What follows belongs to an exercise in optimizing a design on an open flow for small area; a production flow would make more cautious choices. Only simulation tests tie the RTL to the original design; equivalence was not proved.

==> design.v <==
module sevenseg (input [3:0]A, output reg [7:0]Z);
	always @ (A) begin				 
		case(A)					 
			4'b0000: Z = 8'b11000000;	 
			4'b0001: Z = 8'b11111001;	 
			4'b0010: Z = 8'b10100100;	 
			4'b0011: Z = 8'b10110000;	 
			4'b0100: Z = 8'b10011001;	 
			4'b0101: Z = 8'b10010010;	 
			4'b0110: Z = 8'b10000010;	 
			4'b0111: Z = 8'b11111000;	 
			4'b1000: Z = 8'b10000000;	 
			4'b1001: Z = 8'b10011000;	 
			4'b1010: Z = 8'b10001000;	 
			4'b1011: Z = 8'b10000011;	 
			4'b1100: Z = 8'b11000110;	 
			4'b1101: Z = 8'b10100001;	 
			4'b1110: Z = 8'b10000110; 	 
			4'b1111: Z = 8'b10001110;	 
			default: Z = 8'b11000000;	 
		endcase
	end
endmodule
module finalproject (input clk, rst, A, B, C, D, E, F, output X, output Z, output [7:0] H3, H2, H1, H0);
	parameter MAX_COUNT = 4;						 
	reg [3:0] count;									 
	reg new_clk;										 
	reg tempX, tempZ;
	assign X = tempX;
	assign Z = tempZ;
	reg [3:0] Q3, Q2, Q1, Q0;
	reg [3:0] D3, D2, D1, D0;
	reg [10:0] targetTemp;
	reg [10:0] temp;	
	reg [15:0] bakeTime;
	sevenseg s3(Q3, H3);
	sevenseg s2(Q2, H2);
	sevenseg s1(Q1, H1);
	sevenseg s0(Q0, H0);
	wire tick = (count > MAX_COUNT) && !new_clk;
	always @ (posedge clk) begin
		if (rst) begin
			count <= 0;
			new_clk <= 0;
		end
		else if (count <= MAX_COUNT) begin
			count <= count + 1;
		end
		else begin
			count <= 0;
			new_clk <= ~new_clk;
		end
	end
	always @ (posedge clk) begin
	if (rst) begin
		tempX = 0; tempZ = 0;
		Q3 = 0; Q2 = 0; Q1 = 0; Q0 = 0;
		D3 = 0; D2 = 0; D1 = 0; D0 = 0;
		targetTemp = 300;
		temp = 65;
		bakeTime = 0;
	end
	else if (tick) begin
		D0 = D0 + 1;
		if (D0 == 10) begin
			D0 = 0;
			D1 = D1 + 1;
			if (D1 == 6) begin
				D1 = 0;
				D0 = 0;
				D2 = D2 + 1;
				if (D2 == 10) begin
					D2 = 0;
					D3 = D3 + 1;
					if (D3 == 6) begin
						D3 = 0;
						D2 = 0;
					end
				end
			end
		end
		if (A == 1 && B == 0 && C == 0) begin
			if (temp >= (targetTemp - 2) && (temp <= targetTemp + 2)) begin
				tempX = 1;
			end
			else begin
				tempX = 0;
			end
			if (temp >= 67) begin
				temp = temp - 2;
			end
			if (D == 1 && targetTemp < 900) begin
				targetTemp = targetTemp - 10;
			end
			if (E == 1 && targetTemp > 60) begin
				targetTemp = targetTemp + 10;
			end
			Q0 = (targetTemp % 10);
			Q1 = (targetTemp % 100) / 10;
			Q2 = (targetTemp / 100);
			Q3 = 0;
			if (F == 1) begin
				Q0 = (temp % 10) % 10;
				Q1 = (temp % 100) / 10;
				Q2 = (temp / 100);
				Q3 = 0;
			end
		end
		if (A == 1 && B == 1 && C == 0) begin
			if (temp >= (targetTemp - 2) && (temp <= targetTemp + 2)) begin
				tempX = 1;
			end
			else begin
				tempX = 0;
			end
			if (temp <= (targetTemp)) begin
				temp = temp + 2;
			end
			else begin
				temp = temp - 2;
			end
			if (E == 1 && bakeTime < 3600) begin
				bakeTime = bakeTime + 60;
			end
			if (D == 1) begin
				if (bakeTime >= 60) begin
					bakeTime = bakeTime - 60;
				end
				else begin
					bakeTime = 0;
				end
			end
			Q0 = (bakeTime % 60) % 10;
			Q1 = (bakeTime % 60) / 10;
			Q2 = (bakeTime / 60) % 10;
			Q3 = (bakeTime / 600) % 10;
			if (F == 1) begin
				Q0 = (temp % 10) % 10;
				Q1 = (temp % 100) / 10;
				Q2 = (temp / 100);
				Q3 = 0;
			end
			tempZ = 0;
		end
		if (A == 1 && B == 1 && C == 1) begin
			if (temp >= (targetTemp - 2) && (temp <= targetTemp + 2)) begin
				tempX = 1;
			end
			else begin
				tempX = 0;
			end
			if (temp <= (targetTemp)) begin
				temp = temp + 2;
			end
			else begin
				temp = temp - 2;
			end
			if (bakeTime >= 0) begin
				if (bakeTime > 0) begin
					bakeTime = bakeTime - 1;
				end
				else begin
				end
				if (E == 1 && bakeTime < 3600) begin
					bakeTime = bakeTime + 60;
				end
				if (D == 1) begin
					if (bakeTime >= 60) begin
						bakeTime = bakeTime - 60;
					end
					else begin
						bakeTime = 0;
					end
				end
				if (bakeTime == 0) begin
					tempZ = 1;
				end
				else begin
					tempZ = 0;
				end
			end
			Q0 = (bakeTime % 60) % 10;
			Q1 = (bakeTime % 60) / 10;
			Q2 = (bakeTime / 60) % 10;
			Q3 = (bakeTime / 600) % 10;
			if (F == 1) begin
				Q0 = (temp % 10) % 10;
				Q1 = (temp % 100) / 10;
				Q2 = (temp / 100);
				Q3 = 0;
			end
		end
		if (A == 0) begin
			if (temp >= 67) begin
				temp = temp - 2;
			end
			Q0 = D0;
			Q1 = D1;
			Q2 = D2;
			Q3 = D3;
			if (F == 1) begin
				Q0 = (temp % 10) % 10;
				Q1 = (temp % 100) / 10;
				Q2 = (temp / 100);
				Q3 = 0;
			end
			tempZ = 0;
			tempX = 0;
		end
	end
	end
endmodule
==> run.sh <==
#!/bin/bash
# synth_recipe.tcl (not shown) runs the flow's synth.tcl, then flattens the netlist and writes it again
# the make line also repeats each setting of config.mk as NAME=value (left out here)
make -C /OpenROAD-flow-scripts/flow DESIGN_CONFIG=/design/flow/config.mk WORK_HOME=/design/flow/orfs CLKGATE_MAP_FILE= SYNTH_SCRIPT=/design/flow/synth_recipe.tcl finish
==> config.mk <==
export PLATFORM = sky130hd
export DESIGN_NAME = finalproject
export DESIGN_NICKNAME = finalproject
export VERILOG_FILES = /design/flow/design.v
export SDC_FILE = /design/flow/constraint.sdc
export NUM_CORES = 4
export LEC_CHECK = 0
export CAP_MARGIN = 20
export CORE_MARGIN = 2
export CORE_UTILIZATION = 40
export SLEW_MARGIN = 20
==> constraint.sdc <==
create_clock -name core_clock -period 300.0 [get_ports {clk}]
set_input_delay 60.0000 -clock core_clock [delete_from_list [all_inputs] [get_ports {clk}]]
set_output_delay 60.0000 -clock core_clock [all_outputs]
set_load 0.01 [all_outputs]
==> results.txt <==
[cells in the mapped netlist (all sizes together), types with 32 or more instances]
library cell | instances | area, µm²
maj3 | 35 | 352
a221oi | 37 | 343
mux2i | 132 | 1320
and3 | 61 | 382
inv | 208 | 783
a22oi | 38 | 285
nand3 | 251 | 1270
a211oi | 126 | 978
a21boi | 44 | 330
xor2 | 111 | 972
o32ai | 32 | 288
ha | 188 | 2350
dfxtp | 103 | 2060
nor3 | 259 | 1330
nand2b | 87 | 544
or2 | 70 | 438
mux2 | 46 | 522
a211o | 39 | 343
o22ai | 66 | 413
nand2 | 699 | 2640
a21oi | 542 | 2770
a21o | 78 | 586
o21ai | 485 | 2440
o31ai | 83 | 628
o21a | 85 | 638
a31oi | 108 | 682
buf | 56 | 302
nor2 | 781 | 2950
nor2b | 73 | 457
or3 | 80 | 510
clkbuf | 281 | 1060
nand4 | 67 | 419
a2111oi | 32 | 327
xnor2 | 336 | 2960
nor4 | 89 | 624
and2 | 81 | 507
o211ai | 117 | 893
[per-stage QoR]
step | hold slack (ns) | setup slack, ns | instances | area (µm²)
after floorplan | 0.426 | 217.64 | 6572 | 41900
after global placement | 0.444 | 213.12 | 7761 | 43600
after detailed placement | 0.446 | 212.37 | 7762 | 43600
after CTS | 0.458 | 212.69 | 7778 | 43900
after global routing | 0.473 | 209.73 | 7778 | 43900
final | 0.454 | 211.92 | 7779 | 43900
[kinds of logic after synthesis]
logic type	Yosys count	synth area share
DFF	103	0.0492
AOI/OAI and AO/OA	2338	0.381
buffers and inverters	556	0.0521
other	1	0.0000895
adders and majority gates	226	0.0660
muxes	183	0.0467
and+or+nand+nor	2715	0.311
xor gates and xnor gates	447	0.0938
[worst register-to-register path: cells and delay by family (launching register included)]
family / cells / cell delay, ns
and+or+nand+nor: 31 / 8.01
muxes: 1 / 0.57
DFF: 1 / 0.51
buffers and inverters: 5 / 1.07
xor gates and xnor gates: 5 / 1.78
AOI/OAI and AO/OA: 47 / 13.84
adders and majority gates: 7 / 2.49
[sequential cells by signal, indices dropped and copies added, names as in the netlist, 4 cells and up]
register    flops
D0              4
H3              7
bakeTime       16
Q0              4
Q1              4
count           4
D2              4
H0              7
temp           10
Q3              4
D1              4
D3              4
targetTemp     10
H1              7
H2              7
Q2              4
[metal layers]
metal,vias up,wire (µm),GRT usage
met4,4,5820,0.0989
met1,23800,69700,0.379
li1,24400,-,-
met3,314,11800,0.0312
met5,-,26,0
met2,2106,71000,0.456
[worst max-delay path by stage]
stage             to  slack [ns]  cells after the start
2_1_floorplan  H0[3]      217.64                    107
3_3_place_gp   H0[3]      213.12                     96
3_5_place_dp   H0[3]      212.37                     96
4_1_cts        H0[3]      212.69                     96
5_1_grt        H0[3]      209.73                     96
6_report       H0[3]      211.92                     96
[cell type report]
class | count | area [µm²]
Timing Repair Buffer | 147 | 1180
Clock inverter | 6 | 52.6
Sequential cell | 103 | 2060
Fill cell | 11100 | 59800
Clock buffer | 10 | 239
Antenna cell | 1 | 2.50
Inverter | 219 | 825
Tap cell | 1380 | 1730
Multi-Input combinational cell | 5913 | 37800
==> results.yml <==
critical_path:
  kind_of_end_point_of_the_critical_path: "flip-flop"
  critical_path.reg2reg.startpoint: "targetTemp[5]"
  worst_r2r_path_depth: 96
  register_to_register_path_setup_slack_ns: 271.59
  reg2reg_to: "H0[3]"
  crit_path_top_delay_cell: "sky130_fd_sc_hd__a211oi_1"
  worst_path_maximum_fanout: 26
  critPathBufInv: 6
  crit_path_start: "D"
  timing.setup.critical_path_class: "input port to flip-flop"
  worst_setup_path_start_kind: "input port"
  critical-path-top-delay-family: "compound AO/OA/AOI/OAI gates"
  max_stage_delay_ns: 0.93
  cp_data_required_time_ns: 300.29
  critPathArrivalTime_ns: 88.37
min_path:
  worstHoldPathType: "flip-flop to flip-flop"
  worstHoldPathCells: 1
  worstHoldStart: "count[3]"
  hold_path_end: "count[2]"
sta:
  period_minus_slack_ns: 88.08
  rsz_0062_raised_after_global_routing: "false"
  timing.final.crit_share: 0.294
  final.setup.tns_ns: 0
  worst-slew-pin-transition_ns: 1.20
  final_hold_viol_count: 0
  final_number_of_setup_violating_endpoints: 0
  skew_ns: 0.0176
  clock.fmax_mhz: 11.4
  max_slew_margin: 0.195
  timing_max_transition_violations_final: 0
cells_and_area:
  postLayoutCoreUtil: 0.423
  layout.cells.most_common: "sky130_fd_sc_hd__nor2_1"
  final_cell_mix: "sky130_fd_sc_hd__nor2_1 (772), sky130_fd_sc_hd__nand2_1 (695), sky130_fd_sc_hd__a21oi_1 (532)"
  final_layout_size_suffix_gt1_frac: 0.0625
  layout.nets: 6592
  flow.area_growth_from_synthesis_pct: 4.71
global_routing:
  grt_first_pass_wirelength_um: 249000
  antenna_found_initial: 4
  grt.total_usage: 0.280
  grt_pass1_vias: 45200
  grt_remaining_overflow: 0
  grt_max_degree: 59
synth:
  synth-edff-count: 0
  synth_async_sr_flop_share: 0
  synth.ff_latch_count: 103
  synthesis.instances: 6569
  syn_area_um2: 41900
  synth.avg_cell_area_um2: 6.38
  synth.yosys.seq_area_share: 0.0492
  synth_cell_types: 136
  synthesis.yosys.warnings: 2
  leading_register_cell_type_out_of_synthesis: "sky130_fd_sc_hd__dfxtp_1"
routing:
  antenna_left: 0
  drt_pre_antenna_iters: 7
  final_wirelength_um: 158000
  drc: 0
  routed-via-count: 50700
  initial_detailed_routing_violation_count: 4784
  post_drt_wl_per_cell_um: 20.4
  route.detailed.vias_per_inst: 6.51
cts:
  post_cts_buffers: 0
  cells_resized_by_post_cts_repair: 0
  tritoncts.num_buffers: 9
  worst_skew_pair.late_latency_ns: 0.41
  cts_tree: "done"
  max-clock-path-buffers: 2
  clock-root-buffer: "sky130_fd_sc_hd__clkbuf_16"
  clk_pin_slew_ns: 0.08
  clkSinkCount: 103
  htree_num_levels: 3
  hold_buffers: 0
floorplan:
  die-height_um: 328
  row_count: 118
  fp.coreArea_um2: 104000
  floorplan.die.width_um: 328
  starting_density_of_the_core: 0.404
  fp.dieArea_um2: 107000
  i_o_pins: 42
place:
  place_hpwl_um: 123000
  gp_routability_congestion: 1.01
  port-buffer-count: 37
flow_run:
  max_cap_violations: 0
status:
  outcome: "timing/DRC/antenna clean"

[port drivers added, routing unchanged]
In the flow no input, the clock included, has a driving cell. The finished layout below was timed again as built, in two steps. Step 1 (the two cells are an assumption about what drives the block):
set clk [get_ports {clk}]
set_driving_cell -lib_cell sky130_fd_sc_hd__clkbuf_16 $clk
set_driving_cell -lib_cell sky130_fd_sc_hd__buf_2 [delete_from_list [all_inputs] $clk]
Step 2 times the ports against the registers' clock, not the clock port: input delays grow and output delays shrink by t, the midpoint of the rising clock arrivals with the driver on. a / b / c = ideal / step 1 / step 2; a / b = the first two.
t (ns): 0.461
slack for setup (ns): 211.917 / 211.950 / 211.489
worst setup path after step 2: input to register
latest minus earliest clock arrival (ns): 0.018 / 0.018
After both steps this run still meets setup and hold. For this run, drivers alone change the setup slack by +0.033 ns; drivers and shift together by -0.428 ns.
